What follows belongs to an exercise in optimizing a design on an open flow for small area, a short achievable clock period and few clock cycles; a production flow would make more cautious choices.
The RTL was checked by simulation tests, not by an equivalence proof against the original design.

--- config.mk ---
export PLATFORM = sky130hd
export DESIGN_NAME = calc_ops
export DESIGN_NICKNAME = calc_ops
export VERILOG_FILES = /design/flow/design.v
export SDC_FILE = /design/flow/constraint.sdc
export NUM_CORES = 4
export LEC_CHECK = 0
export CAP_MARGIN = 20
export CORE_MARGIN = 2
export CORE_UTILIZATION = 40
export SLEW_MARGIN = 20
--- design.v ---
module adder (
    input  [55:0] a,
    input  [55:0] b,
    input         ci,
    output [55:0] sum
);
    assign sum = a + b + {55'd0, ci};
endmodule
module shift (
    input  [47:0] a,
    input  [47:0] b,
    output [47:0] c
);
    wire big = (|b[47:6]) | (b[5] & b[4]);
    assign c = big ? 48'd0 : (a << b[5:0]);
endmodule
module mul (
    input  [47:0] x,         
    input  [14:0] bd,        
    input         it0,       
    input         negp,      
    input  [51:0] s,
    input  [51:0] c,
    output [51:0] s_n,       
    output [51:0] c_n,
    output [7:0]  sb,        
    output [7:0]  cb,
    output        negp_n
);
    function [49:0] brow(input [2:0] e, input [47:0] xx);
        brow = {~e[2], ({49{e[0]}} & {1'b0, xx} | {49{e[1]}} & {xx, 1'b0}) ^ {49{e[2]}}};
    endfunction
    wire [2:0] e0 = bd[2:0];
    wire [2:0] e1 = bd[5:3];
    wire [2:0] e2 = bd[8:6];
    wire [2:0] e3 = bd[11:9];
    wire [2:0] e4 = bd[14:12];
    wire [49:0] r0 = brow(e0, x);
    wire [49:0] r1 = brow(e1, x);
    wire [49:0] r2 = brow(e2, x);
    wire [49:0] r3 = brow(e3, x);
    wire [49:0] r4 = brow(e4, x);
    wire [51:0] a_s = it0 ? {2'b00, r0} : s;
    wire [51:0] b_s = it0 ? (52'd3 << 49) : c;
    wire nb0 = it0 ? e0[2] : negp;
    wire n1 = e1[2];
    wire n2 = e2[2];
    wire n3 = e3[2];
    assign negp_n = e4[2];
    wire hs0;
    wire hc0;
    wire hs1;
    wire hc1;
    wire fs2;
    wire fc2;
    wire hs3;
    wire hc3;
    wire fs4;
    wire fc4;
    wire hs5;
    wire hc5;
    wire fs6;
    wire fc6;
    wire fs7;
    wire fc7;
    wire fs8;
    wire fc8;
    wire fs9;
    wire fc9;
    wire fs10;
    wire fc10;
    wire fs11;
    wire fc11;
    wire fs12;
    wire fc12;
    wire fs13;
    wire fc13;
    wire fs14;
    wire fc14;
    wire fs15;
    wire fc15;
    wire fs16;
    wire fc16;
    wire fs17;
    wire fc17;
    wire fs18;
    wire fc18;
    wire fs19;
    wire fc19;
    wire fs20;
    wire fc20;
    wire fs21;
    wire fc21;
    wire fs22;
    wire fc22;
    wire fs23;
    wire fc23;
    wire fs24;
    wire fc24;
    wire fs25;
    wire fc25;
    wire fs26;
    wire fc26;
    wire fs27;
    wire fc27;
    wire fs28;
    wire fc28;
    wire fs29;
    wire fc29;
    wire fs30;
    wire fc30;
    wire fs31;
    wire fc31;
    wire fs32;
    wire fc32;
    wire fs33;
    wire fc33;
    wire fs34;
    wire fc34;
    wire fs35;
    wire fc35;
    wire fs36;
    wire fc36;
    wire fs37;
    wire fc37;
    wire fs38;
    wire fc38;
    wire fs39;
    wire fc39;
    wire fs40;
    wire fc40;
    wire fs41;
    wire fc41;
    wire fs42;
    wire fc42;
    wire fs43;
    wire fc43;
    wire fs44;
    wire fc44;
    wire fs45;
    wire fc45;
    wire fs46;
    wire fc46;
    wire fs47;
    wire fc47;
    wire fs48;
    wire fc48;
    wire fs49;
    wire fc49;
    wire fs50;
    wire fc50;
    wire fs51;
    wire fc51;
    wire fs52;
    wire fc52;
    wire fs53;
    wire fc53;
    wire fs54;
    wire fc54;
    wire fs55;
    wire fc55;
    wire fs56;
    wire fc56;
    wire fs57;
    wire fc57;
    wire fs58;
    wire fc58;
    wire fs59;
    wire fc59;
    wire fs60;
    wire fc60;
    wire fs61;
    wire fc61;
    wire fs62;
    wire fc62;
    wire fs63;
    wire fc63;
    wire fs64;
    wire fc64;
    wire fs65;
    wire fc65;
    wire fs66;
    wire fc66;
    wire fs67;
    wire fc67;
    wire fs68;
    wire fc68;
    wire fs69;
    wire fc69;
    wire fs70;
    wire fc70;
    wire fs71;
    wire fc71;
    wire fs72;
    wire fc72;
    wire fs73;
    wire fc73;
    wire fs74;
    wire fc74;
    wire fs75;
    wire fc75;
    wire fs76;
    wire fc76;
    wire fs77;
    wire fc77;
    wire fs78;
    wire fc78;
    wire fs79;
    wire fc79;
    wire fs80;
    wire fc80;
    wire fs81;
    wire fc81;
    wire fs82;
    wire fc82;
    wire fs83;
    wire fc83;
    wire fs84;
    wire fc84;
    wire fs85;
    wire fc85;
    wire fs86;
    wire fc86;
    wire fs87;
    wire fc87;
    wire fs88;
    wire fc88;
    wire fs89;
    wire fc89;
    wire fs90;
    wire fc90;
    wire fs91;
    wire fc91;
    wire fs92;
    wire fc92;
    wire fs93;
    wire fc93;
    wire fs94;
    wire fc94;
    wire hs95;
    wire hc95;
    wire hs96;
    wire hc96;
    wire fs97;
    wire fc97;
    wire fs98;
    wire fc98;
    wire fs99;
    wire fc99;
    wire fs100;
    wire fc100;
    wire fs101;
    wire fc101;
    wire fs102;
    wire fc102;
    wire fs103;
    wire fc103;
    wire fs104;
    wire fc104;
    wire fs105;
    wire fc105;
    wire fs106;
    wire fc106;
    wire fs107;
    wire fc107;
    wire fs108;
    wire fc108;
    wire fs109;
    wire fc109;
    wire fs110;
    wire fc110;
    wire fs111;
    wire fc111;
    wire fs112;
    wire fc112;
    wire fs113;
    wire fc113;
    wire fs114;
    wire fc114;
    wire fs115;
    wire fc115;
    wire fs116;
    wire fc116;
    wire fs117;
    wire fc117;
    wire fs118;
    wire fc118;
    wire fs119;
    wire fc119;
    wire fs120;
    wire fc120;
    wire fs121;
    wire fc121;
    wire fs122;
    wire fc122;
    wire fs123;
    wire fc123;
    wire fs124;
    wire fc124;
    wire fs125;
    wire fc125;
    wire fs126;
    wire fc126;
    wire fs127;
    wire fc127;
    wire fs128;
    wire fc128;
    wire fs129;
    wire fc129;
    wire fs130;
    wire fc130;
    wire fs131;
    wire fc131;
    wire fs132;
    wire fc132;
    wire fs133;
    wire fc133;
    wire fs134;
    wire fc134;
    wire fs135;
    wire fc135;
    wire fs136;
    wire fc136;
    wire fs137;
    wire fc137;
    wire fs138;
    wire fc138;
    wire fs139;
    wire fc139;
    wire fs140;
    wire fc140;
    wire fs141;
    wire fc141;
    wire fs142;
    wire fc142;
    wire fs143;
    wire fc143;
    wire fs144;
    wire fc144;
    wire fs145;
    wire fc145;
    wire fs146;
    wire fc146;
    wire hs147;
    wire hc147;
    wire hs148;
    wire hc148;
    wire hs149;
    wire hc149;
    wire fs150;
    wire fc150;
    wire fs151;
    wire fc151;
    wire fs152;
    wire fc152;
    wire fs153;
    wire fc153;
    wire fs154;
    wire fc154;
    wire fs155;
    wire fc155;
    wire fs156;
    wire fc156;
    wire fs157;
    wire fc157;
    wire fs158;
    wire fc158;
    wire fs159;
    wire fc159;
    wire fs160;
    wire fc160;
    wire fs161;
    wire fc161;
    wire fs162;
    wire fc162;
    wire fs163;
    wire fc163;
    wire fs164;
    wire fc164;
    wire fs165;
    wire fc165;
    wire fs166;
    wire fc166;
    wire fs167;
    wire fc167;
    wire fs168;
    wire fc168;
    wire fs169;
    wire fc169;
    wire fs170;
    wire fc170;
    wire fs171;
    wire fc171;
    wire fs172;
    wire fc172;
    wire fs173;
    wire fc173;
    wire fs174;
    wire fc174;
    wire fs175;
    wire fc175;
    wire fs176;
    wire fc176;
    wire fs177;
    wire fc177;
    wire fs178;
    wire fc178;
    wire fs179;
    wire fc179;
    wire fs180;
    wire fc180;
    wire fs181;
    wire fc181;
    wire fs182;
    wire fc182;
    wire fs183;
    wire fc183;
    wire fs184;
    wire fc184;
    wire fs185;
    wire fc185;
    wire fs186;
    wire fc186;
    wire fs187;
    wire fc187;
    wire fs188;
    wire fc188;
    wire fs189;
    wire fc189;
    wire fs190;
    wire fc190;
    wire fs191;
    wire fc191;
    wire fs192;
    wire fc192;
    wire fs193;
    wire fc193;
    wire fs194;
    wire fc194;
    wire fs195;
    wire fc195;
    wire fs196;
    wire fc196;
    wire fs197;
    wire fc197;
    wire fs198;
    wire fc198;
    wire fs199;
    wire fc199;
    wire fs200;
    wire fc200;
    wire fs201;
    wire fc201;
    wire fs202;
    wire fc202;
    wire fs203;
    wire fc203;
    wire hs204;
    wire hc204;
    assign hs0 = a_s[4] ^ b_s[4];
    assign hc0 = a_s[4] & b_s[4];
    assign hs1 = a_s[5] ^ b_s[5];
    assign hc1 = a_s[5] & b_s[5];
    assign fs2 = a_s[6] ^ b_s[6] ^ n3;
    assign fc2 = (a_s[6] & b_s[6]) | (a_s[6] & n3) | (b_s[6] & n3);
    assign hs3 = r1[4] ^ r2[2];
    assign hc3 = r1[4] & r2[2];
    assign fs4 = a_s[7] ^ b_s[7] ^ r1[5];
    assign fc4 = (a_s[7] & b_s[7]) | (a_s[7] & r1[5]) | (b_s[7] & r1[5]);
    assign hs5 = r2[3] ^ r3[1];
    assign hc5 = r2[3] & r3[1];
    assign fs6 = a_s[8] ^ b_s[8] ^ r1[6];
    assign fc6 = (a_s[8] & b_s[8]) | (a_s[8] & r1[6]) | (b_s[8] & r1[6]);
    assign fs7 = r2[4] ^ r3[2] ^ r4[0];
    assign fc7 = (r2[4] & r3[2]) | (r2[4] & r4[0]) | (r3[2] & r4[0]);
    assign fs8 = a_s[9] ^ b_s[9] ^ r1[7];
    assign fc8 = (a_s[9] & b_s[9]) | (a_s[9] & r1[7]) | (b_s[9] & r1[7]);
    assign fs9 = r2[5] ^ r3[3] ^ r4[1];
    assign fc9 = (r2[5] & r3[3]) | (r2[5] & r4[1]) | (r3[3] & r4[1]);
    assign fs10 = a_s[10] ^ b_s[10] ^ r1[8];
    assign fc10 = (a_s[10] & b_s[10]) | (a_s[10] & r1[8]) | (b_s[10] & r1[8]);
    assign fs11 = r2[6] ^ r3[4] ^ r4[2];
    assign fc11 = (r2[6] & r3[4]) | (r2[6] & r4[2]) | (r3[4] & r4[2]);
    assign fs12 = a_s[11] ^ b_s[11] ^ r1[9];
    assign fc12 = (a_s[11] & b_s[11]) | (a_s[11] & r1[9]) | (b_s[11] & r1[9]);
    assign fs13 = r2[7] ^ r3[5] ^ r4[3];
    assign fc13 = (r2[7] & r3[5]) | (r2[7] & r4[3]) | (r3[5] & r4[3]);
    assign fs14 = a_s[12] ^ b_s[12] ^ r1[10];
    assign fc14 = (a_s[12] & b_s[12]) | (a_s[12] & r1[10]) | (b_s[12] & r1[10]);
    assign fs15 = r2[8] ^ r3[6] ^ r4[4];
    assign fc15 = (r2[8] & r3[6]) | (r2[8] & r4[4]) | (r3[6] & r4[4]);
    assign fs16 = a_s[13] ^ b_s[13] ^ r1[11];
    assign fc16 = (a_s[13] & b_s[13]) | (a_s[13] & r1[11]) | (b_s[13] & r1[11]);
    assign fs17 = r2[9] ^ r3[7] ^ r4[5];
    assign fc17 = (r2[9] & r3[7]) | (r2[9] & r4[5]) | (r3[7] & r4[5]);
    assign fs18 = a_s[14] ^ b_s[14] ^ r1[12];
    assign fc18 = (a_s[14] & b_s[14]) | (a_s[14] & r1[12]) | (b_s[14] & r1[12]);
    assign fs19 = r2[10] ^ r3[8] ^ r4[6];
    assign fc19 = (r2[10] & r3[8]) | (r2[10] & r4[6]) | (r3[8] & r4[6]);
    assign fs20 = a_s[15] ^ b_s[15] ^ r1[13];
    assign fc20 = (a_s[15] & b_s[15]) | (a_s[15] & r1[13]) | (b_s[15] & r1[13]);
    assign fs21 = r2[11] ^ r3[9] ^ r4[7];
    assign fc21 = (r2[11] & r3[9]) | (r2[11] & r4[7]) | (r3[9] & r4[7]);
    assign fs22 = a_s[16] ^ b_s[16] ^ r1[14];
    assign fc22 = (a_s[16] & b_s[16]) | (a_s[16] & r1[14]) | (b_s[16] & r1[14]);
    assign fs23 = r2[12] ^ r3[10] ^ r4[8];
    assign fc23 = (r2[12] & r3[10]) | (r2[12] & r4[8]) | (r3[10] & r4[8]);
    assign fs24 = a_s[17] ^ b_s[17] ^ r1[15];
    assign fc24 = (a_s[17] & b_s[17]) | (a_s[17] & r1[15]) | (b_s[17] & r1[15]);
    assign fs25 = r2[13] ^ r3[11] ^ r4[9];
    assign fc25 = (r2[13] & r3[11]) | (r2[13] & r4[9]) | (r3[11] & r4[9]);
    assign fs26 = a_s[18] ^ b_s[18] ^ r1[16];
    assign fc26 = (a_s[18] & b_s[18]) | (a_s[18] & r1[16]) | (b_s[18] & r1[16]);
    assign fs27 = r2[14] ^ r3[12] ^ r4[10];
    assign fc27 = (r2[14] & r3[12]) | (r2[14] & r4[10]) | (r3[12] & r4[10]);
    assign fs28 = a_s[19] ^ b_s[19] ^ r1[17];
    assign fc28 = (a_s[19] & b_s[19]) | (a_s[19] & r1[17]) | (b_s[19] & r1[17]);
    assign fs29 = r2[15] ^ r3[13] ^ r4[11];
    assign fc29 = (r2[15] & r3[13]) | (r2[15] & r4[11]) | (r3[13] & r4[11]);
    assign fs30 = a_s[20] ^ b_s[20] ^ r1[18];
    assign fc30 = (a_s[20] & b_s[20]) | (a_s[20] & r1[18]) | (b_s[20] & r1[18]);
    assign fs31 = r2[16] ^ r3[14] ^ r4[12];
    assign fc31 = (r2[16] & r3[14]) | (r2[16] & r4[12]) | (r3[14] & r4[12]);
    assign fs32 = a_s[21] ^ b_s[21] ^ r1[19];
    assign fc32 = (a_s[21] & b_s[21]) | (a_s[21] & r1[19]) | (b_s[21] & r1[19]);
    assign fs33 = r2[17] ^ r3[15] ^ r4[13];
    assign fc33 = (r2[17] & r3[15]) | (r2[17] & r4[13]) | (r3[15] & r4[13]);
    assign fs34 = a_s[22] ^ b_s[22] ^ r1[20];
    assign fc34 = (a_s[22] & b_s[22]) | (a_s[22] & r1[20]) | (b_s[22] & r1[20]);
    assign fs35 = r2[18] ^ r3[16] ^ r4[14];
    assign fc35 = (r2[18] & r3[16]) | (r2[18] & r4[14]) | (r3[16] & r4[14]);
    assign fs36 = a_s[23] ^ b_s[23] ^ r1[21];
    assign fc36 = (a_s[23] & b_s[23]) | (a_s[23] & r1[21]) | (b_s[23] & r1[21]);
    assign fs37 = r2[19] ^ r3[17] ^ r4[15];
    assign fc37 = (r2[19] & r3[17]) | (r2[19] & r4[15]) | (r3[17] & r4[15]);
    assign fs38 = a_s[24] ^ b_s[24] ^ r1[22];
    assign fc38 = (a_s[24] & b_s[24]) | (a_s[24] & r1[22]) | (b_s[24] & r1[22]);
    assign fs39 = r2[20] ^ r3[18] ^ r4[16];
    assign fc39 = (r2[20] & r3[18]) | (r2[20] & r4[16]) | (r3[18] & r4[16]);
    assign fs40 = a_s[25] ^ b_s[25] ^ r1[23];
    assign fc40 = (a_s[25] & b_s[25]) | (a_s[25] & r1[23]) | (b_s[25] & r1[23]);
    assign fs41 = r2[21] ^ r3[19] ^ r4[17];
    assign fc41 = (r2[21] & r3[19]) | (r2[21] & r4[17]) | (r3[19] & r4[17]);
    assign fs42 = a_s[26] ^ b_s[26] ^ r1[24];
    assign fc42 = (a_s[26] & b_s[26]) | (a_s[26] & r1[24]) | (b_s[26] & r1[24]);
    assign fs43 = r2[22] ^ r3[20] ^ r4[18];
    assign fc43 = (r2[22] & r3[20]) | (r2[22] & r4[18]) | (r3[20] & r4[18]);
    assign fs44 = a_s[27] ^ b_s[27] ^ r1[25];
    assign fc44 = (a_s[27] & b_s[27]) | (a_s[27] & r1[25]) | (b_s[27] & r1[25]);
    assign fs45 = r2[23] ^ r3[21] ^ r4[19];
    assign fc45 = (r2[23] & r3[21]) | (r2[23] & r4[19]) | (r3[21] & r4[19]);
    assign fs46 = a_s[28] ^ b_s[28] ^ r1[26];
    assign fc46 = (a_s[28] & b_s[28]) | (a_s[28] & r1[26]) | (b_s[28] & r1[26]);
    assign fs47 = r2[24] ^ r3[22] ^ r4[20];
    assign fc47 = (r2[24] & r3[22]) | (r2[24] & r4[20]) | (r3[22] & r4[20]);
    assign fs48 = a_s[29] ^ b_s[29] ^ r1[27];
    assign fc48 = (a_s[29] & b_s[29]) | (a_s[29] & r1[27]) | (b_s[29] & r1[27]);
    assign fs49 = r2[25] ^ r3[23] ^ r4[21];
    assign fc49 = (r2[25] & r3[23]) | (r2[25] & r4[21]) | (r3[23] & r4[21]);
    assign fs50 = a_s[30] ^ b_s[30] ^ r1[28];
    assign fc50 = (a_s[30] & b_s[30]) | (a_s[30] & r1[28]) | (b_s[30] & r1[28]);
    assign fs51 = r2[26] ^ r3[24] ^ r4[22];
    assign fc51 = (r2[26] & r3[24]) | (r2[26] & r4[22]) | (r3[24] & r4[22]);
    assign fs52 = a_s[31] ^ b_s[31] ^ r1[29];
    assign fc52 = (a_s[31] & b_s[31]) | (a_s[31] & r1[29]) | (b_s[31] & r1[29]);
    assign fs53 = r2[27] ^ r3[25] ^ r4[23];
    assign fc53 = (r2[27] & r3[25]) | (r2[27] & r4[23]) | (r3[25] & r4[23]);
    assign fs54 = a_s[32] ^ b_s[32] ^ r1[30];
    assign fc54 = (a_s[32] & b_s[32]) | (a_s[32] & r1[30]) | (b_s[32] & r1[30]);
    assign fs55 = r2[28] ^ r3[26] ^ r4[24];
    assign fc55 = (r2[28] & r3[26]) | (r2[28] & r4[24]) | (r3[26] & r4[24]);
    assign fs56 = a_s[33] ^ b_s[33] ^ r1[31];
    assign fc56 = (a_s[33] & b_s[33]) | (a_s[33] & r1[31]) | (b_s[33] & r1[31]);
    assign fs57 = r2[29] ^ r3[27] ^ r4[25];
    assign fc57 = (r2[29] & r3[27]) | (r2[29] & r4[25]) | (r3[27] & r4[25]);
    assign fs58 = a_s[34] ^ b_s[34] ^ r1[32];
    assign fc58 = (a_s[34] & b_s[34]) | (a_s[34] & r1[32]) | (b_s[34] & r1[32]);
    assign fs59 = r2[30] ^ r3[28] ^ r4[26];
    assign fc59 = (r2[30] & r3[28]) | (r2[30] & r4[26]) | (r3[28] & r4[26]);
    assign fs60 = a_s[35] ^ b_s[35] ^ r1[33];
    assign fc60 = (a_s[35] & b_s[35]) | (a_s[35] & r1[33]) | (b_s[35] & r1[33]);
    assign fs61 = r2[31] ^ r3[29] ^ r4[27];
    assign fc61 = (r2[31] & r3[29]) | (r2[31] & r4[27]) | (r3[29] & r4[27]);
    assign fs62 = a_s[36] ^ b_s[36] ^ r1[34];
    assign fc62 = (a_s[36] & b_s[36]) | (a_s[36] & r1[34]) | (b_s[36] & r1[34]);
    assign fs63 = r2[32] ^ r3[30] ^ r4[28];
    assign fc63 = (r2[32] & r3[30]) | (r2[32] & r4[28]) | (r3[30] & r4[28]);
    assign fs64 = a_s[37] ^ b_s[37] ^ r1[35];
    assign fc64 = (a_s[37] & b_s[37]) | (a_s[37] & r1[35]) | (b_s[37] & r1[35]);
    assign fs65 = r2[33] ^ r3[31] ^ r4[29];
    assign fc65 = (r2[33] & r3[31]) | (r2[33] & r4[29]) | (r3[31] & r4[29]);
    assign fs66 = a_s[38] ^ b_s[38] ^ r1[36];
    assign fc66 = (a_s[38] & b_s[38]) | (a_s[38] & r1[36]) | (b_s[38] & r1[36]);
    assign fs67 = r2[34] ^ r3[32] ^ r4[30];
    assign fc67 = (r2[34] & r3[32]) | (r2[34] & r4[30]) | (r3[32] & r4[30]);
    assign fs68 = a_s[39] ^ b_s[39] ^ r1[37];
    assign fc68 = (a_s[39] & b_s[39]) | (a_s[39] & r1[37]) | (b_s[39] & r1[37]);
    assign fs69 = r2[35] ^ r3[33] ^ r4[31];
    assign fc69 = (r2[35] & r3[33]) | (r2[35] & r4[31]) | (r3[33] & r4[31]);
    assign fs70 = a_s[40] ^ b_s[40] ^ r1[38];
    assign fc70 = (a_s[40] & b_s[40]) | (a_s[40] & r1[38]) | (b_s[40] & r1[38]);
    assign fs71 = r2[36] ^ r3[34] ^ r4[32];
    assign fc71 = (r2[36] & r3[34]) | (r2[36] & r4[32]) | (r3[34] & r4[32]);
    assign fs72 = a_s[41] ^ b_s[41] ^ r1[39];
    assign fc72 = (a_s[41] & b_s[41]) | (a_s[41] & r1[39]) | (b_s[41] & r1[39]);
    assign fs73 = r2[37] ^ r3[35] ^ r4[33];
    assign fc73 = (r2[37] & r3[35]) | (r2[37] & r4[33]) | (r3[35] & r4[33]);
    assign fs74 = a_s[42] ^ b_s[42] ^ r1[40];
    assign fc74 = (a_s[42] & b_s[42]) | (a_s[42] & r1[40]) | (b_s[42] & r1[40]);
    assign fs75 = r2[38] ^ r3[36] ^ r4[34];
    assign fc75 = (r2[38] & r3[36]) | (r2[38] & r4[34]) | (r3[36] & r4[34]);
    assign fs76 = a_s[43] ^ b_s[43] ^ r1[41];
    assign fc76 = (a_s[43] & b_s[43]) | (a_s[43] & r1[41]) | (b_s[43] & r1[41]);
    assign fs77 = r2[39] ^ r3[37] ^ r4[35];
    assign fc77 = (r2[39] & r3[37]) | (r2[39] & r4[35]) | (r3[37] & r4[35]);
    assign fs78 = a_s[44] ^ b_s[44] ^ r1[42];
    assign fc78 = (a_s[44] & b_s[44]) | (a_s[44] & r1[42]) | (b_s[44] & r1[42]);
    assign fs79 = r2[40] ^ r3[38] ^ r4[36];
    assign fc79 = (r2[40] & r3[38]) | (r2[40] & r4[36]) | (r3[38] & r4[36]);
    assign fs80 = a_s[45] ^ b_s[45] ^ r1[43];
    assign fc80 = (a_s[45] & b_s[45]) | (a_s[45] & r1[43]) | (b_s[45] & r1[43]);
    assign fs81 = r2[41] ^ r3[39] ^ r4[37];
    assign fc81 = (r2[41] & r3[39]) | (r2[41] & r4[37]) | (r3[39] & r4[37]);
    assign fs82 = a_s[46] ^ b_s[46] ^ r1[44];
    assign fc82 = (a_s[46] & b_s[46]) | (a_s[46] & r1[44]) | (b_s[46] & r1[44]);
    assign fs83 = r2[42] ^ r3[40] ^ r4[38];
    assign fc83 = (r2[42] & r3[40]) | (r2[42] & r4[38]) | (r3[40] & r4[38]);
    assign fs84 = a_s[47] ^ b_s[47] ^ r1[45];
    assign fc84 = (a_s[47] & b_s[47]) | (a_s[47] & r1[45]) | (b_s[47] & r1[45]);
    assign fs85 = r2[43] ^ r3[41] ^ r4[39];
    assign fc85 = (r2[43] & r3[41]) | (r2[43] & r4[39]) | (r3[41] & r4[39]);
    assign fs86 = a_s[48] ^ b_s[48] ^ r1[46];
    assign fc86 = (a_s[48] & b_s[48]) | (a_s[48] & r1[46]) | (b_s[48] & r1[46]);
    assign fs87 = r2[44] ^ r3[42] ^ r4[40];
    assign fc87 = (r2[44] & r3[42]) | (r2[44] & r4[40]) | (r3[42] & r4[40]);
    assign fs88 = a_s[49] ^ b_s[49] ^ r1[47];
    assign fc88 = (a_s[49] & b_s[49]) | (a_s[49] & r1[47]) | (b_s[49] & r1[47]);
    assign fs89 = r2[45] ^ r3[43] ^ r4[41];
    assign fc89 = (r2[45] & r3[43]) | (r2[45] & r4[41]) | (r3[43] & r4[41]);
    assign fs90 = a_s[50] ^ b_s[50] ^ r1[48];
    assign fc90 = (a_s[50] & b_s[50]) | (a_s[50] & r1[48]) | (b_s[50] & r1[48]);
    assign fs91 = r2[46] ^ r3[44] ^ r4[42];
    assign fc91 = (r2[46] & r3[44]) | (r2[46] & r4[42]) | (r3[44] & r4[42]);
    assign fs92 = a_s[51] ^ b_s[51] ^ r1[49];
    assign fc92 = (a_s[51] & b_s[51]) | (a_s[51] & r1[49]) | (b_s[51] & r1[49]);
    assign fs93 = r2[47] ^ r3[45] ^ r4[43];
    assign fc93 = (r2[47] & r3[45]) | (r2[47] & r4[43]) | (r3[45] & r4[43]);
    assign fs94 = 1'b1 ^ r2[48] ^ r3[46];
    assign fc94 = (1'b1 & r2[48]) | (1'b1 & r3[46]) | (r2[48] & r3[46]);
    assign hs95 = a_s[2] ^ b_s[2];
    assign hc95 = a_s[2] & b_s[2];
    assign hs96 = a_s[3] ^ b_s[3];
    assign hc96 = a_s[3] & b_s[3];
    assign fs97 = n2 ^ hs0 ^ r1[2];
    assign fc97 = (n2 & hs0) | (n2 & r1[2]) | (hs0 & r1[2]);
    assign fs98 = hc0 ^ hs1 ^ r1[3];
    assign fc98 = (hc0 & hs1) | (hc0 & r1[3]) | (hs1 & r1[3]);
    assign fs99 = hc1 ^ r3[0] ^ fs2;
    assign fc99 = (hc1 & r3[0]) | (hc1 & fs2) | (r3[0] & fs2);
    assign fs100 = fc2 ^ hc3 ^ hs5;
    assign fc100 = (fc2 & hc3) | (fc2 & hs5) | (hc3 & hs5);
    assign fs101 = hc5 ^ fc4 ^ fs6;
    assign fc101 = (hc5 & fc4) | (hc5 & fs6) | (fc4 & fs6);
    assign fs102 = fc6 ^ fc7 ^ fs8;
    assign fc102 = (fc6 & fc7) | (fc6 & fs8) | (fc7 & fs8);
    assign fs103 = fc8 ^ fc9 ^ fs10;
    assign fc103 = (fc8 & fc9) | (fc8 & fs10) | (fc9 & fs10);
    assign fs104 = fc10 ^ fc11 ^ fs12;
    assign fc104 = (fc10 & fc11) | (fc10 & fs12) | (fc11 & fs12);
    assign fs105 = fc12 ^ fc13 ^ fs14;
    assign fc105 = (fc12 & fc13) | (fc12 & fs14) | (fc13 & fs14);
    assign fs106 = fc14 ^ fc15 ^ fs16;
    assign fc106 = (fc14 & fc15) | (fc14 & fs16) | (fc15 & fs16);
    assign fs107 = fc16 ^ fc17 ^ fs18;
    assign fc107 = (fc16 & fc17) | (fc16 & fs18) | (fc17 & fs18);
    assign fs108 = fc18 ^ fc19 ^ fs20;
    assign fc108 = (fc18 & fc19) | (fc18 & fs20) | (fc19 & fs20);
    assign fs109 = fc20 ^ fc21 ^ fs22;
    assign fc109 = (fc20 & fc21) | (fc20 & fs22) | (fc21 & fs22);
    assign fs110 = fc22 ^ fc23 ^ fs24;
    assign fc110 = (fc22 & fc23) | (fc22 & fs24) | (fc23 & fs24);
    assign fs111 = fc24 ^ fc25 ^ fs26;
    assign fc111 = (fc24 & fc25) | (fc24 & fs26) | (fc25 & fs26);
    assign fs112 = fc26 ^ fc27 ^ fs28;
    assign fc112 = (fc26 & fc27) | (fc26 & fs28) | (fc27 & fs28);
    assign fs113 = fc28 ^ fc29 ^ fs30;
    assign fc113 = (fc28 & fc29) | (fc28 & fs30) | (fc29 & fs30);
    assign fs114 = fc30 ^ fc31 ^ fs32;
    assign fc114 = (fc30 & fc31) | (fc30 & fs32) | (fc31 & fs32);
    assign fs115 = fc32 ^ fc33 ^ fs34;
    assign fc115 = (fc32 & fc33) | (fc32 & fs34) | (fc33 & fs34);
    assign fs116 = fc34 ^ fc35 ^ fs36;
    assign fc116 = (fc34 & fc35) | (fc34 & fs36) | (fc35 & fs36);
    assign fs117 = fc36 ^ fc37 ^ fs38;
    assign fc117 = (fc36 & fc37) | (fc36 & fs38) | (fc37 & fs38);
    assign fs118 = fc38 ^ fc39 ^ fs40;
    assign fc118 = (fc38 & fc39) | (fc38 & fs40) | (fc39 & fs40);
    assign fs119 = fc40 ^ fc41 ^ fs42;
    assign fc119 = (fc40 & fc41) | (fc40 & fs42) | (fc41 & fs42);
    assign fs120 = fc42 ^ fc43 ^ fs44;
    assign fc120 = (fc42 & fc43) | (fc42 & fs44) | (fc43 & fs44);
    assign fs121 = fc44 ^ fc45 ^ fs46;
    assign fc121 = (fc44 & fc45) | (fc44 & fs46) | (fc45 & fs46);
    assign fs122 = fc46 ^ fc47 ^ fs48;
    assign fc122 = (fc46 & fc47) | (fc46 & fs48) | (fc47 & fs48);
    assign fs123 = fc48 ^ fc49 ^ fs50;
    assign fc123 = (fc48 & fc49) | (fc48 & fs50) | (fc49 & fs50);
    assign fs124 = fc50 ^ fc51 ^ fs52;
    assign fc124 = (fc50 & fc51) | (fc50 & fs52) | (fc51 & fs52);
    assign fs125 = fc52 ^ fc53 ^ fs54;
    assign fc125 = (fc52 & fc53) | (fc52 & fs54) | (fc53 & fs54);
    assign fs126 = fc54 ^ fc55 ^ fs56;
    assign fc126 = (fc54 & fc55) | (fc54 & fs56) | (fc55 & fs56);
    assign fs127 = fc56 ^ fc57 ^ fs58;
    assign fc127 = (fc56 & fc57) | (fc56 & fs58) | (fc57 & fs58);
    assign fs128 = fc58 ^ fc59 ^ fs60;
    assign fc128 = (fc58 & fc59) | (fc58 & fs60) | (fc59 & fs60);
    assign fs129 = fc60 ^ fc61 ^ fs62;
    assign fc129 = (fc60 & fc61) | (fc60 & fs62) | (fc61 & fs62);
    assign fs130 = fc62 ^ fc63 ^ fs64;
    assign fc130 = (fc62 & fc63) | (fc62 & fs64) | (fc63 & fs64);
    assign fs131 = fc64 ^ fc65 ^ fs66;
    assign fc131 = (fc64 & fc65) | (fc64 & fs66) | (fc65 & fs66);
    assign fs132 = fc66 ^ fc67 ^ fs68;
    assign fc132 = (fc66 & fc67) | (fc66 & fs68) | (fc67 & fs68);
    assign fs133 = fc68 ^ fc69 ^ fs70;
    assign fc133 = (fc68 & fc69) | (fc68 & fs70) | (fc69 & fs70);
    assign fs134 = fc70 ^ fc71 ^ fs72;
    assign fc134 = (fc70 & fc71) | (fc70 & fs72) | (fc71 & fs72);
    assign fs135 = fc72 ^ fc73 ^ fs74;
    assign fc135 = (fc72 & fc73) | (fc72 & fs74) | (fc73 & fs74);
    assign fs136 = fc74 ^ fc75 ^ fs76;
    assign fc136 = (fc74 & fc75) | (fc74 & fs76) | (fc75 & fs76);
    assign fs137 = fc76 ^ fc77 ^ fs78;
    assign fc137 = (fc76 & fc77) | (fc76 & fs78) | (fc77 & fs78);
    assign fs138 = fc78 ^ fc79 ^ fs80;
    assign fc138 = (fc78 & fc79) | (fc78 & fs80) | (fc79 & fs80);
    assign fs139 = fc80 ^ fc81 ^ fs82;
    assign fc139 = (fc80 & fc81) | (fc80 & fs82) | (fc81 & fs82);
    assign fs140 = fc82 ^ fc83 ^ fs84;
    assign fc140 = (fc82 & fc83) | (fc82 & fs84) | (fc83 & fs84);
    assign fs141 = fc84 ^ fc85 ^ fs86;
    assign fc141 = (fc84 & fc85) | (fc84 & fs86) | (fc85 & fs86);
    assign fs142 = fc86 ^ fc87 ^ fs88;
    assign fc142 = (fc86 & fc87) | (fc86 & fs88) | (fc87 & fs88);
    assign fs143 = fc88 ^ fc89 ^ fs90;
    assign fc143 = (fc88 & fc89) | (fc88 & fs90) | (fc89 & fs90);
    assign fs144 = fc90 ^ fc91 ^ fs92;
    assign fc144 = (fc90 & fc91) | (fc90 & fs92) | (fc91 & fs92);
    assign fs145 = r4[44] ^ fc92 ^ fc93;
    assign fc145 = (r4[44] & fc92) | (r4[44] & fc93) | (fc92 & fc93);
    assign fs146 = r2[49] ^ r3[47] ^ r4[45];
    assign fc146 = (r2[49] & r3[47]) | (r2[49] & r4[45]) | (r3[47] & r4[45]);
    assign hs147 = 1'b1 ^ r3[48];
    assign hc147 = 1'b1 & r3[48];
    assign hs148 = a_s[0] ^ b_s[0];
    assign hc148 = a_s[0] & b_s[0];
    assign hs149 = a_s[1] ^ b_s[1];
    assign hc149 = a_s[1] & b_s[1];
    assign fs150 = n1 ^ hs95 ^ r1[0];
    assign fc150 = (n1 & hs95) | (n1 & r1[0]) | (hs95 & r1[0]);
    assign fs151 = hc95 ^ hs96 ^ r1[1];
    assign fc151 = (hc95 & hs96) | (hc95 & r1[1]) | (hs96 & r1[1]);
    assign fs152 = hc96 ^ r2[0] ^ fs97;
    assign fc152 = (hc96 & r2[0]) | (hc96 & fs97) | (r2[0] & fs97);
    assign fs153 = r2[1] ^ fc97 ^ fs98;
    assign fc153 = (r2[1] & fc97) | (r2[1] & fs98) | (fc97 & fs98);
    assign fs154 = hs3 ^ fc98 ^ fs99;
    assign fc154 = (hs3 & fc98) | (hs3 & fs99) | (fc98 & fs99);
    assign fs155 = fs4 ^ fc99 ^ fs100;
    assign fc155 = (fs4 & fc99) | (fs4 & fs100) | (fc99 & fs100);
    assign fs156 = fs7 ^ fc100 ^ fs101;
    assign fc156 = (fs7 & fc100) | (fs7 & fs101) | (fc100 & fs101);
    assign fs157 = fs9 ^ fc101 ^ fs102;
    assign fc157 = (fs9 & fc101) | (fs9 & fs102) | (fc101 & fs102);
    assign fs158 = fs11 ^ fc102 ^ fs103;
    assign fc158 = (fs11 & fc102) | (fs11 & fs103) | (fc102 & fs103);
    assign fs159 = fs13 ^ fc103 ^ fs104;
    assign fc159 = (fs13 & fc103) | (fs13 & fs104) | (fc103 & fs104);
    assign fs160 = fs15 ^ fc104 ^ fs105;
    assign fc160 = (fs15 & fc104) | (fs15 & fs105) | (fc104 & fs105);
    assign fs161 = fs17 ^ fc105 ^ fs106;
    assign fc161 = (fs17 & fc105) | (fs17 & fs106) | (fc105 & fs106);
    assign fs162 = fs19 ^ fc106 ^ fs107;
    assign fc162 = (fs19 & fc106) | (fs19 & fs107) | (fc106 & fs107);
    assign fs163 = fs21 ^ fc107 ^ fs108;
    assign fc163 = (fs21 & fc107) | (fs21 & fs108) | (fc107 & fs108);
    assign fs164 = fs23 ^ fc108 ^ fs109;
    assign fc164 = (fs23 & fc108) | (fs23 & fs109) | (fc108 & fs109);
    assign fs165 = fs25 ^ fc109 ^ fs110;
    assign fc165 = (fs25 & fc109) | (fs25 & fs110) | (fc109 & fs110);
    assign fs166 = fs27 ^ fc110 ^ fs111;
    assign fc166 = (fs27 & fc110) | (fs27 & fs111) | (fc110 & fs111);
    assign fs167 = fs29 ^ fc111 ^ fs112;
    assign fc167 = (fs29 & fc111) | (fs29 & fs112) | (fc111 & fs112);
    assign fs168 = fs31 ^ fc112 ^ fs113;
    assign fc168 = (fs31 & fc112) | (fs31 & fs113) | (fc112 & fs113);
    assign fs169 = fs33 ^ fc113 ^ fs114;
    assign fc169 = (fs33 & fc113) | (fs33 & fs114) | (fc113 & fs114);
    assign fs170 = fs35 ^ fc114 ^ fs115;
    assign fc170 = (fs35 & fc114) | (fs35 & fs115) | (fc114 & fs115);
    assign fs171 = fs37 ^ fc115 ^ fs116;
    assign fc171 = (fs37 & fc115) | (fs37 & fs116) | (fc115 & fs116);
    assign fs172 = fs39 ^ fc116 ^ fs117;
    assign fc172 = (fs39 & fc116) | (fs39 & fs117) | (fc116 & fs117);
    assign fs173 = fs41 ^ fc117 ^ fs118;
    assign fc173 = (fs41 & fc117) | (fs41 & fs118) | (fc117 & fs118);
    assign fs174 = fs43 ^ fc118 ^ fs119;
    assign fc174 = (fs43 & fc118) | (fs43 & fs119) | (fc118 & fs119);
    assign fs175 = fs45 ^ fc119 ^ fs120;
    assign fc175 = (fs45 & fc119) | (fs45 & fs120) | (fc119 & fs120);
    assign fs176 = fs47 ^ fc120 ^ fs121;
    assign fc176 = (fs47 & fc120) | (fs47 & fs121) | (fc120 & fs121);
    assign fs177 = fs49 ^ fc121 ^ fs122;
    assign fc177 = (fs49 & fc121) | (fs49 & fs122) | (fc121 & fs122);
    assign fs178 = fs51 ^ fc122 ^ fs123;
    assign fc178 = (fs51 & fc122) | (fs51 & fs123) | (fc122 & fs123);
    assign fs179 = fs53 ^ fc123 ^ fs124;
    assign fc179 = (fs53 & fc123) | (fs53 & fs124) | (fc123 & fs124);
    assign fs180 = fs55 ^ fc124 ^ fs125;
    assign fc180 = (fs55 & fc124) | (fs55 & fs125) | (fc124 & fs125);
    assign fs181 = fs57 ^ fc125 ^ fs126;
    assign fc181 = (fs57 & fc125) | (fs57 & fs126) | (fc125 & fs126);
    assign fs182 = fs59 ^ fc126 ^ fs127;
    assign fc182 = (fs59 & fc126) | (fs59 & fs127) | (fc126 & fs127);
    assign fs183 = fs61 ^ fc127 ^ fs128;
    assign fc183 = (fs61 & fc127) | (fs61 & fs128) | (fc127 & fs128);
    assign fs184 = fs63 ^ fc128 ^ fs129;
    assign fc184 = (fs63 & fc128) | (fs63 & fs129) | (fc128 & fs129);
    assign fs185 = fs65 ^ fc129 ^ fs130;
    assign fc185 = (fs65 & fc129) | (fs65 & fs130) | (fc129 & fs130);
    assign fs186 = fs67 ^ fc130 ^ fs131;
    assign fc186 = (fs67 & fc130) | (fs67 & fs131) | (fc130 & fs131);
    assign fs187 = fs69 ^ fc131 ^ fs132;
    assign fc187 = (fs69 & fc131) | (fs69 & fs132) | (fc131 & fs132);
    assign fs188 = fs71 ^ fc132 ^ fs133;
    assign fc188 = (fs71 & fc132) | (fs71 & fs133) | (fc132 & fs133);
    assign fs189 = fs73 ^ fc133 ^ fs134;
    assign fc189 = (fs73 & fc133) | (fs73 & fs134) | (fc133 & fs134);
    assign fs190 = fs75 ^ fc134 ^ fs135;
    assign fc190 = (fs75 & fc134) | (fs75 & fs135) | (fc134 & fs135);
    assign fs191 = fs77 ^ fc135 ^ fs136;
    assign fc191 = (fs77 & fc135) | (fs77 & fs136) | (fc135 & fs136);
    assign fs192 = fs79 ^ fc136 ^ fs137;
    assign fc192 = (fs79 & fc136) | (fs79 & fs137) | (fc136 & fs137);
    assign fs193 = fs81 ^ fc137 ^ fs138;
    assign fc193 = (fs81 & fc137) | (fs81 & fs138) | (fc137 & fs138);
    assign fs194 = fs83 ^ fc138 ^ fs139;
    assign fc194 = (fs83 & fc138) | (fs83 & fs139) | (fc138 & fs139);
    assign fs195 = fs85 ^ fc139 ^ fs140;
    assign fc195 = (fs85 & fc139) | (fs85 & fs140) | (fc139 & fs140);
    assign fs196 = fs87 ^ fc140 ^ fs141;
    assign fc196 = (fs87 & fc140) | (fs87 & fs141) | (fc140 & fs141);
    assign fs197 = fs89 ^ fc141 ^ fs142;
    assign fc197 = (fs89 & fc141) | (fs89 & fs142) | (fc141 & fs142);
    assign fs198 = fs91 ^ fc142 ^ fs143;
    assign fc198 = (fs91 & fc142) | (fs91 & fs143) | (fc142 & fs143);
    assign fs199 = fs93 ^ fc143 ^ fs144;
    assign fc199 = (fs93 & fc143) | (fs93 & fs144) | (fc143 & fs144);
    assign fs200 = fs94 ^ fc144 ^ fs145;
    assign fc200 = (fs94 & fc144) | (fs94 & fs145) | (fc144 & fs145);
    assign fs201 = fc94 ^ fs146 ^ fc145;
    assign fc201 = (fc94 & fs146) | (fc94 & fc145) | (fs146 & fc145);
    assign fs202 = r4[46] ^ hs147 ^ fc146;
    assign fc202 = (r4[46] & hs147) | (r4[46] & fc146) | (hs147 & fc146);
    assign fs203 = r3[49] ^ r4[47] ^ hc147;
    assign fc203 = (r3[49] & r4[47]) | (r3[49] & hc147) | (r4[47] & hc147);
    assign hs204 = 1'b1 ^ r4[48];
    assign hc204 = 1'b1 & r4[48];
    wire [59:0] so = {1'b0, 1'b1, r4[49], hs204, fs203, fs202, fc200, fc199, fc198, fc197, fc196, fc195, fc194, fc193, fc192, fc191, fc190, fc189, fc188, fc187, fc186, fc185, fc184, fc183, fc182, fc181, fc180, fc179, fc178, fc177, fc176, fc175, fc174, fc173, fc172, fc171, fc170, fc169, fc168, fc167, fc166, fc165, fc164, fc163, fc162, fc161, fc160, fc159, fc158, fc157, fc156, fc155, fc154, fc153, fc152, fc151, fc150, hc149, hc148, nb0};
    wire [59:0] co = {1'b0, 1'b0, hc204, fc203, fc202, fc201, fs201, fs200, fs199, fs198, fs197, fs196, fs195, fs194, fs193, fs192, fs191, fs190, fs189, fs188, fs187, fs186, fs185, fs184, fs183, fs182, fs181, fs180, fs179, fs178, fs177, fs176, fs175, fs174, fs173, fs172, fs171, fs170, fs169, fs168, fs167, fs166, fs165, fs164, fs163, fs162, fs161, fs160, fs159, fs158, fs157, fs156, fs155, fs154, fs153, fs152, fs151, fs150, hs149, hs148};
    assign s_n = so[59:8];
    assign c_n = co[59:8];
    assign sb = so[7:0];
    assign cb = co[7:0];
endmodule
module calc_ops (
    input           clk,
    input           rst,
    input  [47:0]   add_a,
    input           add_empty,
    output          add_rden,
    output [47:0]   add_c,
    output          add_wren,
    input  [47:0]   shl_a,
    input           shl_empty,
    output          shl_rden,
    output [47:0]   shl_c,
    output          shl_wren,
    input  [47:0]   mul_a,
    input           mul_empty,
    output          mul_rden,
    output [47:0]   mul_c,
    output          mul_wren
);
reg        st_idle, st_capx, st_capy, st_exec, st_iter, st_hi, st_lo;
reg  [2:0] cur;          
reg  [2:0] last;         
reg  [2:0] pend;         
reg  [2:0] rden;
reg  [2:0] wren;
reg  [2:0] it;           
wire [2:0] empty = {mul_empty, shl_empty, add_empty};
wire [2:0] popx = rden & ~empty & ~({3{st_capx}} & cur);
wire [2:0] req  = pend | popx;
wire [2:0] g_after0 = req[1] ? 3'b010 : req[2] ? 3'b100 : req[0] ? 3'b001 : 3'b000;
wire [2:0] g_after1 = req[2] ? 3'b100 : req[0] ? 3'b001 : req[1] ? 3'b010 : 3'b000;
wire [2:0] g_after2 = req[0] ? 3'b001 : req[1] ? 3'b010 : req[2] ? 3'b100 : 3'b000;
wire [2:0] gsel = last[0] ? g_after0 : last[1] ? g_after1 : g_after2;
wire [2:0] grant = st_idle ? gsel : 3'b000;
wire       go = |grant;
wire       it_last = (it == 3'd5);
always @(posedge clk) begin
    if (rst) begin
        st_idle <= 1'b1;
        st_capx <= 1'b0;
        st_capy <= 1'b0;
        st_exec <= 1'b0;
        st_iter <= 1'b0;
        st_hi   <= 1'b0;
        st_lo   <= 1'b0;
        cur     <= 3'b000;
        last    <= 3'b100;
        pend    <= 3'b000;
        rden    <= 3'b111;
        wren    <= 3'b000;
        it      <= 3'd0;
    end else begin
        st_idle <= (st_idle & ~go) | st_exec | st_lo;
        st_capx <= go;
        st_capy <= st_capx;
        st_exec <= st_capy & ~cur[2];
        st_iter <= (st_capy & cur[2]) | (st_iter & ~it_last);
        st_hi   <= st_iter & it_last;
        st_lo   <= st_hi;
        it      <= st_iter ? it + 3'd1 : 3'd0;
        if (go) begin
            cur  <= grant;
            last <= grant;
        end
        pend <= (pend | popx) & ~grant;
        rden <= ~((pend | popx) & ~grant);
        wren <= cur & {3{st_exec | st_hi | st_lo}};
    end
end
assign add_rden = rden[0];
assign shl_rden = rden[1];
assign mul_rden = rden[2];
assign add_wren = wren[0];
assign shl_wren = wren[1];
assign mul_wren = wren[2];
wire [47:0] a_sel = ({48{cur[0]}} & add_a) | ({48{cur[1]}} & shl_a) | ({48{cur[2]}} & mul_a);
reg  [47:0] x;           
reg  [47:0] y;           
reg  [51:0] s, c;        
reg  [7:0]  sb, cb;      
reg         cy;          
reg         negp;
reg  [14:0] bd;          
reg         it0;         
reg         sel_sh;      
reg  [47:0] acc;         
function [2:0] benc(input y2, input y1, input y0);
    benc = {y2 & ~(y1 & y0),
            (y2 & ~y1 & ~y0) | (~y2 & y1 & y0),
            y1 ^ y0};
endfunction
function [14:0] bdig(input [9:0] v);
    bdig = {benc(v[9], v[8], v[7]), benc(v[7], v[6], v[5]), benc(v[5], v[4], v[3]),
            benc(v[3], v[2], v[1]), benc(v[1], v[0], 1'b0)};
endfunction
wire [51:0] s_n, c_n;
wire [7:0]  sb_n, cb_n;
wire        negp_n;
mul u_mul (
    .x      (x),
    .bd     (bd),
    .it0    (it0),
    .negp   (negp),
    .s      (s),
    .c      (c),
    .s_n    (s_n),
    .c_n    (c_n),
    .sb     (sb_n),
    .cb     (cb_n),
    .negp_n (negp_n)
);
wire [55:0] sum;
adder u_adder (
    .a   ({s[47:0], sb}),
    .b   ({c[47:0], cb}),
    .ci  (cy),
    .sum (sum)
);
wire [8:0] lo_byte = {1'b0, sb} + {1'b0, cb} + {8'd0, cy};
wire [47:0] shl_res;
shift u_shift (
    .a (x),
    .b (y),
    .c (shl_res)
);
always @(posedge clk) begin
    if (st_capx)
        x <= a_sel;
    if (st_capy) begin
        y  <= a_sel;
        bd <= bdig(a_sel[9:0]);
        s  <= {4'd0, a_sel};
        c  <= {4'd0, x};
        sb <= 8'd0;
        cb <= 8'd0;
        cy <= 1'b0;
    end else begin
        y  <= {it0 ? 8'd0 : lo_byte[7:0], y[47:8]};
        bd <= bdig(y[17:8]);
        s  <= s_n;
        c  <= c_n;
        sb <= sb_n;
        cb <= cb_n;
        cy <= it0 ? 1'b0 : lo_byte[8];
    end
    negp   <= negp_n;
    it0    <= st_capy;
    sel_sh <= st_capy & cur[1];
    if (st_lo)
        acc <= y;
    else if (sel_sh)
        acc <= shl_res;
    else
        acc <= sum[55:8];
end
assign add_c = acc;
assign shl_c = acc;
assign mul_c = acc;
endmodule
--- constraint.sdc ---
create_clock -name core_clock -period 11.0 [get_ports {clk}]
set_input_delay 2.2000 -clock core_clock [delete_from_list [all_inputs] [get_ports {clk}]]
set_output_delay 2.2000 -clock core_clock [all_outputs]
set_load 0.01 [all_outputs]
--- standard.sh ---
#!/bin/bash
# synth_recipe.tcl (not shown) runs the flow's synth.tcl, then flattens the netlist and writes it again
# the make line also repeats each setting of config.mk as NAME=value (left out here)
make -C /OpenROAD-flow-scripts/flow DESIGN_CONFIG=/design/flow/config.mk WORK_HOME=/design/flow/orfs CLKGATE_MAP_FILE= SYNTH_SCRIPT=/design/flow/synth_recipe.tcl "${@:-finish}"
--- flow/run.sh ---
#!/bin/bash
# Own layout flow: the standard ORFS flow, with the port buffers made of
# sky130_fd_sc_hd__buf_2 and timing repair aimed below the clock period (the
# SDC and the clock period are unchanged).  make's full output goes to
# flow_make.log; ORFS keeps each step's log under orfs/logs.
set -euo pipefail
MARGIN=${MARGIN:-7.5}
bash standard.sh \
  "BUFFER_PORTS_ARGS=-buffer_cell sky130_fd_sc_hd__buf_2" \
  "SETUP_SLACK_MARGIN=$MARGIN" \
  finish > flow_make.log 2>&1
==> flow_summary.toml, run 1 <==
[finish]
flow.area_growth_from_synthesis_pct = 10.3
final_layout_size_suffix_gt1_share_pct = 19.4
design.final.nets = 3389
fillerInstances = 6282

[floorplan]
top_level_ports = 299
placeableCoreArea_um2 = 66100
fp.dieArea_um2 = 69200
chipWidth_um = 263
floorplan.die.height_um = 263
core_rows = 94
initial_utilization_pct = 40.6

[synth]
synth-edff-count = 48
multiplexer_share_of_the_synthesized_area_pct = 9.83
share_of_synthesized_flip_flops_with_an_asynchronous_set_or_reset_pct = 0
synth_area_per_cell_um2 = 9.18
synth_compound_area_share_pct = 20.0
synth_warnings = 2
number_of_different_library_cells_in_the_post_synthesis_netlist = 82
share_of_the_yosys_chip_area_belonging_to_registers_pct = 24.2
synthDominantCellAreaShare_pct = 18.8
cell_area_after_synthesis_um2 = 26800
synth_top_family_by_area = "compound AO/OA/AOI/OAI gates"
top_cells_by_area_synth = "sky130_fd_sc_hd__dfxtp_1 19%, sky130_fd_sc_hd__fa_1 14%, sky130_fd_sc_hd__xnor2_1 7.6%"
synth-main-ff-cell = "sky130_fd_sc_hd__dfxtp_1"
syn_nets = 3338
yosys.area_share.simple_pct = 9.79
share_of_the_synthesized_netlist_area_taken_by_xor_and_xnor_gates_pct = 9.50
synthDominantAreaCellType = "sky130_fd_sc_hd__dfxtp_1"
synth_seq_cells = 300
synthCells = 2924
synth_most_common_cell = "sky130_fd_sc_hd__a22oi_1"
post_synth_most_frequent_cells = "253 x sky130_fd_sc_hd__a22oi_1, 252 x sky130_fd_sc_hd__dfxtp_1, 248 x sky130_fd_sc_hd__nand2_1"
synth-adder-area-share_pct = 17.7

[drt]
route.layer.met1.wl_mm = 43.3
initialDrtViolationCount = 3204
route.met3.wl_mm = 10.3
post_drt_wl_per_cell_um = 26.8
routed_length_on_met2_mm = 46.2
dr.pass1.iters = 11
detail-route-antenna-nets = 0
top_layer_used = "met5"
avgViaCountPerCell = 6.16
drc = 0
drt-total-wl_mm = 104
vias = 23900

[setup_path]
reg2regPathDepth = 10
critical_r2r_launch = "sel_sh"
worstSetupPathDepth = 10
crit_type = "reg2reg"
startpoint_type = "flop"
critical_path_required_ps = 11400
critPathSlowestCell = "sky130_fd_sc_hd__a21oi_1"
worstPathMaxFanout = 27
critical_path.max_stage_delay_ps = 520
crit_path_dat_ps = 3980
worstPathCellList = "buf_4 > inv_1 > nor4_1 > nand4_1 > or3_1 > nor2_2 > nand2_1 > o22ai_1 > nor2_1 > a21oi_1"
count_of_buffering_cells_on_the_critical_path_with_inverters_included = 2
path_delay_family = "simple AND/OR/NAND/NOR gates"
launch_point_of_the_critical_path = "sel_sh"
critPathCaptureType = "flop"

[grt]
grt_antenna_before_repair = 6
via_count_of_the_first_global_routing_pass = 22800
grt_first_pass_wirelength_mm = 153
pin_count_of_the_biggest_net_entering_global_routing = 79
total_global_routing_overflow = 0
track_usage_pct = 28.9

[worst_hold_path]
hold_path_startpoint = "st_exec"
worst_hold_path.num_cells = 1
hold_path.class = "reg2reg"

[placement]
detailedPlacementHpwl_mm = 74.3
globalplace.congestion = 1.03
io_buffers = 298

[sta]
tns_ps = 0
timing.final.hold_violations = 0
final_max_slew_viol_count = 0
max_clock_freq_ghz = 0.279
period_needed_ps = 3580
rsz0062_at_grt = "yes"
worst_slew_margin_rel_pct = 26.5
skew_ps = 26.8
min_period_over_period_pct = 32.5
setup_violations = 0
tightest_slew_ps = 1100

[clock_tree]
number_of_buffers_created_by_cts = 37
cts-hold-fix-buffers = 0
cts.reportedPaths.clkPinSlew_ps = 60
cts_max_level = 2
cts_root_buf = "sky130_fd_sc_hd__clkbuf_16"
worstSkewPairLatency_ps = 570
clk_sinks = 300
clockBufferDepth = 3
cts_tree = "built"

[run]
maxCapViolations = 0

[status]
status = "finished clean"
==> state kept, by name, indices dropped and copies added (netlist names), 8 cells and up <==
name,count
s,51
c,50
acc,48
x,48
y,46
bd,15
cb,8
sb,8
==> what timing repair did <==
item,in CTS,in global routing
pin swaps,1,2
gates cloned,0,1
resized for setup,19,19
setup buffers,6,22
endpoints found under the setup margin,135,52
==> cell type report <==
class	instances	area (um^2)	area share, %
timing repair buffer	360	2110	7.14
antenna	1	2.50	0.00845
inverter	181	679	2.30
clock inverter	10	133	0.448
tap	864	1080	3.65
multi-input combinational	2095	18000	60.9
sequential	300	6520	22.0
clock buffer	58	1050	3.56
==> cells by family (layout without fill, tap and decap cells) <==
group                    Yosys count  in the layout
flip-flops                       300            300
buffers and inverters            529            609
other                              0              1
multiplexers                     195            195
adder cells (fa/ha/maj)          265            265
AO/OA/AOI/OAI                    771            771
AND/OR/NAND/NOR                  573            573
XOR/XNOR                         291            291
==> per-layer routing <==
metal,up-vias,track usage (%)
li1,10300,-
met1,11800,41.2
met2,1559,44.5
met3,186,4.62
met4,2,9.92
met5,-,0
==> through the flow <==
| step | hold slack, ps | instances | util (%) | setup slack, ps | area (um^2) |
|---|---|---|---|---|---|
| 2_1_floorplan | 329 | 2924 | - | 7410 | 26900 |
| 3_3_place_gp | 422 | 3770 | 42.3 | 6620 | 27900 |
| 3_5_place_dp | 436 | 3771 | 42.3 | 6650 | 27900 |
| 4_1_cts | 450 | 3845 | 44.3 | 7510 | 29300 |
| 5_1_grt | 472 | 3868 | 44.8 | 7390 | 29600 |
| 6_report | 450 | 3869 | 44.8 | 7420 | 29600 |
==> layout by cell type (no fill, tap or decap), drive strengths merged, types with 59 or more instances in the layout <==
cell type	synthesis	routed
ha	74	74
a21oi	125	125
buf	156	359
nor2	125	125
xor2	59	59
mux2i	67	67
dfxtp	252	252
mux2	84	84
fa	191	191
xnor2	232	232
clkbuf	192	59
nand2	248	248
a22oi	253	253
inv	179	181
o21ai	97	97
o21a	83	83
==> final timing paths <==
kind	slack, ps	endpoint
max	7420	acc[2]
min	450	st_idle
max reg2reg	7420	acc[2]
min reg2reg	450	st_idle
==> worst reg2reg max path, delay by kind of cell (launching register included) <==
kind / cells / cell delay, ps
DFF: 1 / 310
AOI/OAI and AO/OA: 2 / 730
buffers and inverters: 2 / 480
and+or+nand+nor: 6 / 1900
Testbench counts, summed over its fixed seeds: cycles 13,821.
==> run 2: changes to the inputs <==
--- a/flow/run.sh
+++ b/flow/run.sh
@@ -5,5 +5,5 @@
 # flow_make.log; ORFS keeps each step's log under orfs/logs.
 set -euo pipefail
-MARGIN=${MARGIN:-7.5}
+MARGIN=${MARGIN:-8.0}
 bash standard.sh \
   "BUFFER_PORTS_ARGS=-buffer_cell sky130_fd_sc_hd__buf_2" \
==> run 2 against run 1 <==
Against the previous run:
- synthesized area is the same
- clock skew up 6.7 ps
- count of clock-buffer cells in the layout is 6 lower
- via count is 7.2% higher
- sequential cell count is the same
- die area is the same
- routed wire length is 16% higher
- utilization is 7.5 points higher
- critical path depth down 9
- register-to-register slack improved by 360 ps
- sequential share of layout area decreased by 2.6 points
- highest routed layer unchanged
==> flow_summary.toml, run 2 <==
[floorplan]
fp.dieArea_um2 = 69200
initial_utilization_pct = 40.6
placeableCoreArea_um2 = 66100
core_rows = 94
top_level_ports = 299
chipWidth_um = 263
floorplan.die.height_um = 263

[synth]
multiplexer_share_of_the_synthesized_area_pct = 9.83
synth_compound_area_share_pct = 20.0
top_cells_by_area_synth = "sky130_fd_sc_hd__dfxtp_1 19%, sky130_fd_sc_hd__fa_1 14%, sky130_fd_sc_hd__xnor2_1 7.6%"
synth_warnings = 2
post_synth_most_frequent_cells = "253 x sky130_fd_sc_hd__a22oi_1, 252 x sky130_fd_sc_hd__dfxtp_1, 248 x sky130_fd_sc_hd__nand2_1"
synth-adder-area-share_pct = 17.7
synthCells = 2924
synth_top_family_by_area = "compound AO/OA/AOI/OAI gates"
share_of_the_synthesized_netlist_area_taken_by_xor_and_xnor_gates_pct = 9.50
synth_area_per_cell_um2 = 9.18
synth-edff-count = 48
share_of_synthesized_flip_flops_with_an_asynchronous_set_or_reset_pct = 0
synth-main-ff-cell = "sky130_fd_sc_hd__dfxtp_1"
synth_most_common_cell = "sky130_fd_sc_hd__a22oi_1"
synthDominantAreaCellType = "sky130_fd_sc_hd__dfxtp_1"
share_of_the_yosys_chip_area_belonging_to_registers_pct = 24.2
synthDominantCellAreaShare_pct = 18.8
yosys.area_share.simple_pct = 9.79
synth_seq_cells = 300
cell_area_after_synthesis_um2 = 26800
number_of_different_library_cells_in_the_post_synthesis_netlist = 82
syn_nets = 3338

[setup_path]
critPathCaptureType = "primary output"
crit_path_dat_ps = 1150
count_of_buffering_cells_on_the_critical_path_with_inverters_included = 1
startpoint_type = "flop"
worst-r2r-setup-slack_ps = 7780
path_delay_family = "flip-flops"
worstPathCellList = "buf_6"
worstPathMaxFanout = 3
crit_type = "reg2out"
critPathSlowestCell = "sky130_fd_sc_hd__dfxtp_4"
critical_path_required_ps = 8800
critical_path.max_stage_delay_ps = 430

[sta]
finalHoldWorstSlack_ps = 461
tightest_slew_ps = 1140
max_clock_freq_ghz = 0.298
skew_ps = 33.5
min_period_over_period_pct = 30.5
worst_slew_margin_rel_pct = 24.0
timing.final.hold_violations = 0
period_needed_ps = 3350
final_max_slew_viol_count = 0
setup_violations = 0
tns_ps = 0
rsz0062_at_grt = "yes"

[drt]
dr.pass1.iters = 7
initialDrtViolationCount = 3069
drc = 0
post_drt_wl_per_cell_um = 29.5
drt-total-wl_mm = 120
avgViaCountPerCell = 6.27
vias = 25600
detail-route-antenna-nets = 0

[grt]
pin_count_of_the_biggest_net_entering_global_routing = 74
via_count_of_the_first_global_routing_pass = 24900
total_global_routing_overflow = 0
track_usage_pct = 32.7
grt_antenna_before_repair = 4
grt_first_pass_wirelength_mm = 169

[clock_tree]
cts_root_buf = "sky130_fd_sc_hd__clkbuf_16"
worstSkewPairLatency_ps = 590
cts-hold-fix-buffers = 0
cts_tree = "built"
cts_max_level = 2
number_of_buffers_created_by_cts = 39
cts.reportedPaths.clkPinSlew_ps = 60
clockBufferDepth = 3
clk_sinks = 300

[worst_hold_path]
hold_path.class = "reg2reg"

[run]
maxCapViolations = 0

[finish]
number_of_flip_flops_under_the_largest_register_name = 51
fillerInstances = 5835
register_ranked_first_by_flip_flop_count = "s"
final_common_cell = "sky130_fd_sc_hd__nand2_1"
final_layout_size_suffix_gt1_share_pct = 33.3
final_cell_area_um2 = 34600
flow.area_growth_from_synthesis_pct = 28.8
largest_registers = "s: 51 flops, c: 50 flops"
design.final.nets = 3595
most-common-layout-cells = "246 x sky130_fd_sc_hd__nand2_1, 225 x sky130_fd_sc_hd__xnor2_1, 209 x sky130_fd_sc_hd__a22oi_1"

[placement]
placedInstanceArea_um2 = 28400
detailedPlacementHpwl_mm = 79.0
globalplace.congestion = 0.974
io_buffers = 298

[status]
status = "finished clean"
[run 2: cell counts after synthesis]
No cell type changed its count.
[run 2: routing by layer]
layer | up-vias | track usage [%] | routed length (um)
li1 | 10700 | - | -
met1 | 12700 | 43.8 | 47000
met2 | 1768 | 50.4 | 52700
met3 | 341 | 7.71 | 13900
met4 | 2 | 13.7 | 6500
met5 | - | 0 | 13
[run 2: area by class of cell]
class,count,area [um^2],share of cell area (%)
antenna,3,7.51,0.0217
clock buffer,52,1070,3.11
clock inverter,20,200,0.579
inverter,181,689,1.99
multi-input combinational,2095,19200,55.5
sequential,300,6720,19.4
tap,864,1080,3.13
timing repair buffer,564,5600,16.2
[run 2: stage by stage]
stage                     cells  setup slack (ps)  util (%)
after floorplan            2924              7420         -
after global placement     3774              6770      42.9
after detailed placement   3775              6710      42.9
after CTS                  4030              7650      50.5
after global routing       4078              7650      52.3
final                      4079              7650      52.3
[run 2: worst paths after layout]
path,start,endpoint,cells past startpoint
max,acc[43],mul_c[43],1
min,it[0],it[0],1
max reg2reg,cy,acc[46],13
min reg2reg,it[0],it[0],1
[run 2: what timing repair did]
| item | 4_1_cts | 5_1_grt |
|---|---|---|
| cloned | 7 | 10 |
| resized for setup | 376 | 157 |
| pin swaps | 61 | 82 |
| setup buffers | 176 | 36 |
| setup endpoints to repair | 320 | 262 |
[run 2: kinds of logic after synthesis]
family | after synthesis
fa+ha+maj | 265
flops | 300
simple gates | 573
xor+xnor | 291
compound gates | 771
mux | 195
buf+inv | 529

[afterwards: timing with drivers on the ports]
No port has a modelled driver above. Below, the same layouts with a new extraction and two added sets of constraints. Step 1 (the two cells are an assumption about what drives the block):
set clk [get_ports {clk}]
set_driving_cell -lib_cell sky130_fd_sc_hd__clkbuf_16 $clk
set_driving_cell -lib_cell sky130_fd_sc_hd__buf_2 [delete_from_list [all_inputs] $clk]
Step 2, shift: input delay + t, output delay - t, t = (earliest + latest rising clock arrival at the registers) / 2. This alone moves slack from input paths to output paths. Slacks: no drivers / after step 1 / after step 2; pairs: no drivers / after step 1.
run | t, ns | slack for setup (ns) | worst setup path at the end
run 1 | 0.625 | 7.420 / 7.420 / 7.161 | input to register
run 2 | 0.631 | 7.647 / 7.588 / 7.438 | input to register
After both steps setup and hold are still met in every run listed. For run 1, which loses most, drivers alone change the setup slack by 0.000 ns; drivers and shift together by -0.259 ns.
